Background: an optimization exercise with open tools, aiming at small area, a short achievable clock period and few clock cycles per item. Do not read the settings as production practice. Function was checked by simulation only, so behaviour that the tests miss may differ from the original. Power and IR drop assume default switching activity.

File: flow/flow/run.sh
#!/bin/bash
# The standard layout (standard.sh) with these changes:
# - adders are not mapped to the library's full/half-adder cells before ABC,
#   so ABC can restructure the carry logic;
# - port buffers are plain buffers (buf_1, upsized by the resizer where timing needs it) instead of delay cells;
# - the resizer may change a cell's footprint when it resizes.
# make's output goes to flow_make.log; each ORFS step logs under orfs/logs.
set -euo pipefail
bash standard.sh ADDER_MAP_FILE= "BUFFER_PORTS_ARGS=-buffer_cell sky130_fd_sc_hd__buf_1" MATCH_CELL_FOOTPRINT=0 finish > flow_make.log 2>&1
File: flow/standard.sh
#!/bin/bash
# synth_recipe.tcl (not shown) runs the flow's synth.tcl, then flattens the netlist and writes it again
# the make line also repeats each setting of config.mk as NAME=value (left out here)
make -C /OpenROAD-flow-scripts/flow DESIGN_CONFIG=/design/flow/config.mk WORK_HOME=/design/flow/orfs CLKGATE_MAP_FILE= SYNTH_SCRIPT=/design/flow/synth_recipe.tcl "${@:-finish}"
File: flow/design.v
`timescale 1 ns / 1 ps
module subFloat64Sigs (
        ap_clk,
        ap_rst,
        ap_start,
        ap_done,
        ap_idle,
        ap_ready,
        a,
        b,
        zSign,
        ap_return
);
input   ap_clk;
input   ap_rst;
input   ap_start;
output   ap_done;
output   ap_idle;
output   ap_ready;
input  [63:0] a;
input  [63:0] b;
input  [0:0] zSign;
output  [63:0] ap_return;
integer k;
reg slow;
reg [54:2] Zreg;
reg [10:0] eXreg;
reg negReg;
wire [10:0] ea = a[62:52];
wire [10:0] eb = b[62:52];
wire [51:0] fa = a[51:0];
wire [51:0] fb = b[51:0];
wire aMax = &ea;
wire bMax = &eb;
wire aFz  = ~|fa;
wire bFz  = ~|fb;
wire aNaN = aMax & ~aFz;
wire bNaN = bMax & ~bFz;
wire aSNaN = aNaN & ~fa[51];
wire bSNaN = bNaN & ~fb[51];
wire aInf = aMax & aFz;
wire bInf = bMax & bFz;
reg [63:0] special;
always @(*) begin
    if (bSNaN | (bNaN & ~aSNaN))
        special = b | 64'h0008_0000_0000_0000;
    else if (aNaN)
        special = a | 64'h0008_0000_0000_0000;
    else if (aInf & bInf)
        special = 64'h7FFF_FFFF_FFFF_FFFF;
    else if (aInf)
        special = a;
    else
        special = {~zSign, 11'h7FF, 52'd0};
end
wire isSpecial = aMax | bMax;
wire za = ~|ea;
wire zb = ~|eb;
wire [10:0] eaE = {ea[10:1], ea[0] | za};
wire [10:0] ebE = {eb[10:1], eb[0] | zb};
wire [52:0] mA = {~za, fa};
wire [52:0] mB = {~zb, fb};
wire [11:0] dab = {1'b0, ea} - {1'b0, eb};
wire [11:0] dba = {1'b0, eb} - {1'b0, ea};
wire [10:0] dAbs = dab[11] ? dba[10:0] : dab[10:0];
wire swap = dab[11];
wire [52:0] mX = swap ? mB : mA;
wire [10:0] eX = swap ? ebE : eaE;
wire eXis1 = eX == 11'd1;
wire [55:0] Zfull = {1'b0, Zreg, 2'b00};
wire [10:0] limN = eXreg - 11'd1;
reg  [55:0] Zl;
always @(*) begin
    for (k = 0; k < 56; k = k + 1)
        Zl[k] = Zfull[k] | (limN == 55 - k);
end
wire [63:0] lzIn = {Zl, 8'hFF};
wire [127:0] LV;                  
wire [64*6-1:0] LC;               
assign LV[63:0] = lzIn;
genvar q, r;
generate
    for (q = 1; q <= 6; q = q + 1) begin : lzl
        for (r = 0; r < (64 >> q); r = r + 1) begin : lzg
            localparam integer VI = 128 - (128 >> (q - 1));    
            localparam integer VO = 128 - (128 >> q);          
            wire vh = LV[VI + 2*r + 1];
            wire vl = LV[VI + 2*r];
            assign LV[VO + r] = vh | vl;
            if (q == 1) begin : first
                assign LC[r] = ~vh;
            end else begin : later
                wire [q-2:0] ch = LC[64*(q-2) + (2*r+1)*(q-1) +: (q-1)];
                wire [q-2:0] cl = LC[64*(q-2) + (2*r)*(q-1) +: (q-1)];
                assign LC[64*(q-1) + r*q +: q] = vh ? {1'b0, ch} : {1'b1, cl};
            end
        end
    end
endgenerate
wire [5:0] sN = LC[64*5 +: 6];
wire zX = swap ? zb : za;
wire zY = swap ? za : zb;
wire [51:0] fY = swap ? fa : fb;
wire [55:0] YwF = (zY & ~zX) ? {fY, 4'b0000} : {~zY, fY, 3'b000};
reg  [55:0] YwS;
always @(*) begin
    for (k = 0; k < 56; k = k + 1)
        YwS[k] = Zfull[55 - k];
end
wire [55:0] Yw = slow ? YwS : YwF;
wire bigSh = ~slow & (|dAbs[10:6]);
wire [5:0] sh = slow ? sN : dAbs[5:0];
wire [56*7-1:0] ST;
wire [5:0] SO;
assign ST[55:0] = Yw;
genvar m;
generate
    for (m = 0; m < 6; m = m + 1) begin : shs
        assign ST[(m+1)*56 +: 56] = sh[m] ? (ST[m*56 +: 56] >> (1 << m)) : ST[m*56 +: 56];
        assign SO[m] = sh[m] & (|ST[m*56 +: (1 << m)]);
    end
endgenerate
wire [55:0] Ys = bigSh ? 56'd0 : ST[6*56 +: 56];
wire yNZ = swap ? ~(za & aFz) : ~(zb & bFz);
wire sticky = ~slow & (bigSh ? yNZ : (|SO));
wire [55:0] Yal = {Ys[55:1], Ys[0] | sticky};
wire [52:0] Yhi = Yal[55:3];
wire [2:0]  Ylo = Yal[2:0];
wire [52:0] pg = ~(mX ^ Yhi);
wire [52:0] gg = mX & ~Yhi;
wire [53*7-1:0] GK;
wire [53*7-1:0] PK;
assign GK[52:0] = gg;
assign PK[52:0] = pg;
genvar l, i;
generate
    for (l = 0; l < 6; l = l + 1) begin : lv
        for (i = 0; i < 53; i = i + 1) begin : bt
            if ((i >> l) & 1) begin : cmb
                localparam integer J = ((i >> l) << l) - 1;
                assign GK[(l+1)*53+i] = GK[l*53+i] | (PK[l*53+i] & GK[l*53+J]);
                assign PK[(l+1)*53+i] = PK[l*53+i] & PK[l*53+J];
            end else begin : pas
                assign GK[(l+1)*53+i] = GK[l*53+i];
                assign PK[(l+1)*53+i] = PK[l*53+i];
            end
        end
    end
endgenerate
wire [52:0] Gp = GK[6*53 +: 53];
wire [52:0] Pp = PK[6*53 +: 53];
wire [52:0] S  = pg ^ {Gp[51:0], 1'b0};
wire [52:0] S1 = pg ^ {Gp[51:0] | Pp[51:0], 1'b1};
wire cout1 = Gp[52] | Pp[52];
wire nz = |Ylo;
wire [2:0] L = 3'd0 - Ylo;             
wire hi  = nz ? S[52] : S1[52];        
wire u51 = nz ? S[51] : S1[51];        
wire incH = L[2] & (L[1] | L[0] | S[0]);
wire selH = ~nz | incH;
wire incL = L[1] & (L[0] | L[2]);
wire selL = ~nz | (L[2] & incL);
wire ovL = selL & S1[52];
wire [10:0] eXm1 = eX - 11'd1;
wire selU = hi ? selH : selL;
wire [51:0] U = selU ? S1[51:0] : S[51:0];
wire [51:0] fracF = hi ? U : {U[50:0], nz & (L[2] ^ incL)};
wire [10:0] expF = (hi | ovL) ? eX : eXm1;
wire neg = ~nz & ~cout1;
reg  [55:0] N;
always @(*) begin
    for (k = 0; k < 56; k = k + 1)
        N[k] = Ys[55 - k];
end
wire [10:0] eNs = eXreg - {5'd0, sN};
wire [62:0] resSlow = {N[55] ? eNs : 11'd0, N[54:3]};
wire zeroZ = ~|Zreg;
wire fastOK = isSpecial | (~neg & (hi | (u51 & ~eXis1)));
wire ovr = isSpecial | slow;
wire [62:0] ovrVal = isSpecial ? special[62:0] : resSlow;
assign ap_return[63] = isSpecial ? special[63] : (~(slow & zeroZ) & (zSign ^ swap ^ (slow & negReg)));
assign ap_return[62:0] = ovr ? ovrVal : {expF, fracF};
assign ap_ready = ap_start & (slow | fastOK);
assign ap_idle  = ~ap_start;
assign ap_done  = ap_ready | ap_idle;
always @(posedge ap_clk) begin
    if (ap_rst == 1'b1)
        slow <= 1'b0;
    else
        slow <= ap_start & ~slow & ~fastOK;
end
always @(posedge ap_clk) begin
    Zreg <= {(neg ? ~S[51:0] : (nz ? S[51:0] : S1[51:0])), L[2]};
    negReg <= neg;
    eXreg <= eX;
end
endmodule
File: flow/config.mk
export PLATFORM = sky130hd
export DESIGN_NAME = subFloat64Sigs
export DESIGN_NICKNAME = subFloat64Sigs
export VERILOG_FILES = /design/flow/design.v
export SDC_FILE = /design/flow/constraint.sdc
export NUM_CORES = 4
export LEC_CHECK = 0
export ABC_AREA = 1
export CAP_MARGIN = 20
export CORE_MARGIN = 2
export CORE_UTILIZATION = 35
export GPL_TIMING_DRIVEN = 0
export SETUP_SLACK_MARGIN = 0.15
export SLEW_MARGIN = 20
File: flow/constraint.sdc
create_clock -name core_clock -period 10.0 [get_ports {ap_clk}]
set_input_delay 2.0000 -clock core_clock [delete_from_list [all_inputs] [get_ports {ap_clk}]]
set_output_delay 2.0000 -clock core_clock [all_outputs]
set_load 0.01 [all_outputs]
==> summary.md <==
| Metric | Value |
|---|---|
| Outcome | complete, no violations |
| Pint | 0.00167 W |
| Antenna viol nets, final | 0 |
| CP max-delay cell | nor3_2 |
| Max layer used | met5 |
| Max-slew violations | 0 |
| Post-Route WL | 132,000 um |
| Crit. Startpoint | a[60] |
| Power Dens Cells | 186 nW/um2 |
| Slew margin rel. | 0.0821 |
| Crit. End Element | output pin |
| Worst-margin pin slew | 1.36 ns |
| Cell area after synthesis | 20,000 um2 |
| Final hold viol count | 0 |
| Port bufs | 198 |
| DRC viols | 0 |
| Worst path max stage delay | 0.25 ns |
| Switching Share | 0.638 |
| Highest Clock Rate | 0.103 GHz |
| Starting Density | 0.354 |
| Placed instance area | 21,700 um2 |
| Clk network pwr share | 0.074 |
| Final setup violation count | 0 |
| Metal3 WL | 16,200 um |
| Logic gate share of total power | 0.821 |
| CTS buffer count | 9 |
| Non-Filler Instances | 5,049 |
| CP Depth | 42 |
| DRT Pass-1 Iters | 7 |
| Synth Net Count | 4,157 |
| Maximum vdd drop | 0.0949 mV |
| YS warnings | 1 |
| Worst Hold Class | flop to flop |
| Synthesized instance count | 4,025 |
| Design Area, Final | 24,900 um2 |
| R2R setup slack | 2.37 ns |
| Via density | 6.06 |
| Hpwl dp | 110,000 um |
| CTS Buffer Depth | 2 |
| Setup TNS | 0 ns |
| Gpl congestion | 1.10 |
| Worst Path Required | 8.00 ns |
| CTS Hold Bufs | 0 |
| Clk pin slew, worst setup/hold paths | 0.06 ns |
| Worst Setup Path Type | input pin to output pin |
| Share of layout cells above drive strength 1 | 0.184 |
| Placed Instances | 4,979 |
| Met2 Routed Length | 53,100 um |
| Hold Slack | 1.74 ns |
| Max Cap Viol | 0 |
| Total track usage | 0.423 |
| Crit-path most repeated cell | nand2_1 |
| First-iteration detailed-routing DRC count | 4,841 |
| Initial antenna violation count | 17 |
| Wl on met1 | 51,800 um |
| Vias | 30,600 |
| Area grow syn2layout | 24.7% |
| Layout Skew | 0.0113 ns |
| Vias in the first global route | 26,600 |
| Most frequent cells in the layout | 1,239 x nand2_1, 625 x nand3_1, 352 x inv_1 |
| Total Nets Final | 4,420 |
| Crit start category | input pin |
| Largest net degree at the start of global routing | 11 |
| Commonest non-fill, non-tap cell in the layout | nand2_1 |
| TritonCTS clock tree | built |
| Rows | 87 |
| Tot Pwr | 0.00462 W |
| Die Span X | 243 um |
| Netlist cell types | 61 |
| Clock Tree Root | clkbuf_16 |
| Worst Setup EP | ap_return[48] |
| Sink Count | 66 |
| Final Cycle Share | 0.975 |
| Maximum fanout along the worst path | 10 |
| Synthesis-stage register bit count | 66 |
| Reg power frac | 0.104 |
| Die Area | 58,900 um2 |
| IO Pins | 199 |
| # fillers | 6,514 |
| Post-layout minimum cycle time | 9.75 ns |
| Die Ht | 243 um |
| RSZ-0062 raised after global routing | no |
| WL/cell | 26.2 um |
| Crit path max-delay family | simple AND/OR/NAND/NOR gates |
| CP bufs+invs | 6 |
| Overflow left after global routing | 0 |
| CP Data Arrival Time | 7.75 ns |
| Core area | 56,400 um2 |
| Mapped Avg Cell Area | 4.96 um2 |
| Leak | 12.0 nW |
| Seq/Total Area, Yosys | 0.0662 |
| R2R depth | 38 |
| R2r endpoint | Zreg[27]$_DFF_P_ |
| Switch Pwr | 0.00295 W |
| Clock latency (worst-skew pair) | 0.35 ns |
| RR Startpoint | eXreg[1]$_DFF_P_ |
| First-pass GRT wire length | 184,000 um |
| CTS H-Tree Depth | 3 |
-- synth_stat cells (all sizes together) --
cell	instances	area, um2
a31oi	15	93.8
and2	1	6.26
a221oi	9	78.8
nand3	767	3900
a211oi	2	15.0
o21ai	351	1770
o221ai	43	377
nand2	1387	5340
clkinv	2	7.51
xor2	70	621
nor4	31	194
a21boi	7	52.6
o211ai	24	190
or3	1	6.26
inv	407	1530
o21bai	8	71.3
o2111ai	1	8.76
clkbuf	82	308
dfxtp	66	1320
o21a	5	37.5
nor3b	1	7.51
xnor2	19	166
buf	132	852
a311oi	1	8.76
nand4	63	415
a22oi	6	45.0
and3	1	6.26
nand3b	20	150
or2	28	175
nor2	303	1280
o22ai	22	138
a32o	1	10.0
nor3	33	170
a21o	2	15.0
a21oi	114	586
-- tightest hold or removal path: stages (launching register included) --
cell	delay [ns]
dfxtp_1	0.37
o21ai_2	0.13
nand2_1	0.15
nand3_1	0.10
nand3_1	0.10
a21oi_1	0.07
nand2_1	0.11
a21oi_1	0.08
nand2_4	0.14
nand2_4	0.09
nand3_1	0.20
xor2_1	0.14
-- worst min path at each step --
stage | slack, ns | startpoint | depth (start not counted) | to
finish | 1.74 | Zreg[50]$_DFF_P_ | 11 | Zreg[2]$_DFF_P_
global route | 1.78 | Zreg[50]$_DFF_P_ | 11 | Zreg[2]$_DFF_P_
CTS | 1.76 | Zreg[48]$_DFF_P_ | 9 | Zreg[2]$_DFF_P_
detailed placement | 1.74 | slow$_SDFF_PP0_ | 6 | slow$_SDFF_PP0_
global placement | 1.90 | Zreg[52]$_DFF_P_ | 11 | Zreg[2]$_DFF_P_
floorplan | 1.07 | Zreg[52]$_DFF_P_ | 11 | Zreg[2]$_DFF_P_
-- final cells by class --
cell class	instances	area, um2	share of cell area
Antenna cell	2	5.00	0.000201
Buffer	214	1490	0.0598
Clock buffer	11	243	0.00975
Clock inverter	3	65.1	0.00261
Inverter	409	1550	0.0624
Multi-Input combinational cell	3337	18000	0.724
Sequential cell	66	1320	0.0531
Tap cell	756	946	0.0380
Timing Repair Buffer	251	1250	0.0503
-- repair_timing --
item,in CTS,in global routing
cloned,0,2
gates resized for setup,398,407
buffers inserted,17,35
endpoints found under the setup margin,65,65
pin swaps,18,71
-- per-stage QoR --
stage / util / worst slack [ns]
2_1_floorplan: - / 1.57
3_3_place_gp: 0.384 / -1.77
3_5_place_dp: 0.384 / -1.53
4_1_cts: 0.411 / 0.157
5_1_grt: 0.441 / 0.0495
6_report: 0.441 / 0.245
-- metal layers --
| metal | up-vias | global-route usage |
|---|---|---|
| met5 | - | 0 |
| met4 | 2 | 0.267 |
| met3 | 463 | 0.0851 |
| met2 | 2113 | 0.619 |
| met1 | 14100 | 0.564 |
| li1 | 13900 | - |
-- power by group through the flow --
stage / sequential, W / combinational, W / clock (W)
2_1_floorplan: 0.000405 / 0.00203 / 0
3_3_place_gp: 0.000459 / 0.00318 / 0
3_5_place_dp: 0.000459 / 0.00316 / 0
4_1_cts: 0.000465 / 0.00335 / 0.000342
5_1_grt: 0.000485 / 0.00397 / 0.000353
6_report: 0.000482 / 0.00380 / 0.000344
-- state kept, by name, summed over array words and instances (netlist names) --
signal,cells
eXreg,11
Zreg,53
negReg,1
slow,1
-- cells by family (layout without fill, tap and decap cells) --
group,Yosys count,count (layout),share of synthesized area
AND/OR/NAND/NOR,2636,2637,0.584
buffers and inverters,623,888,0.135
AO/OA/AOI/OAI,611,611,0.175
XOR/XNOR,89,89,0.0394
flip-flops,66,66,0.0662
other,0,2,0
Testbench counts, summed over its fixed seeds: cycles 2,448, items 2,400.

static timing again, ports no longer ideal:
The flow's constraints put no driver on any port. The routed layout listed below was extracted and timed again, unchanged, in two steps.
Step 1 assumes that a clkbuf_16 drives the clock port and a buf_2 every other input.
Step 2, shift: input delay + t, output delay - t, t = (earliest + latest rising clock arrival at the registers) / 2. This alone moves slack from input paths to output paths.
Three values: ideal ports, drivers, drivers and shift; two values: the first two.
t (ns): 0.395
slack for setup (ns): 0.245 / 0.219 / 0.219
clock arrival spread, ns: 0.012 / 0.011
slew at the worst register clock pin (ns): 0.06 / 0.06
cell pins on the clock port's net: 1
After both steps setup and hold are still met in this run. For this run, drivers alone change the setup slack by -0.026 ns; drivers and shift together by -0.026 ns.
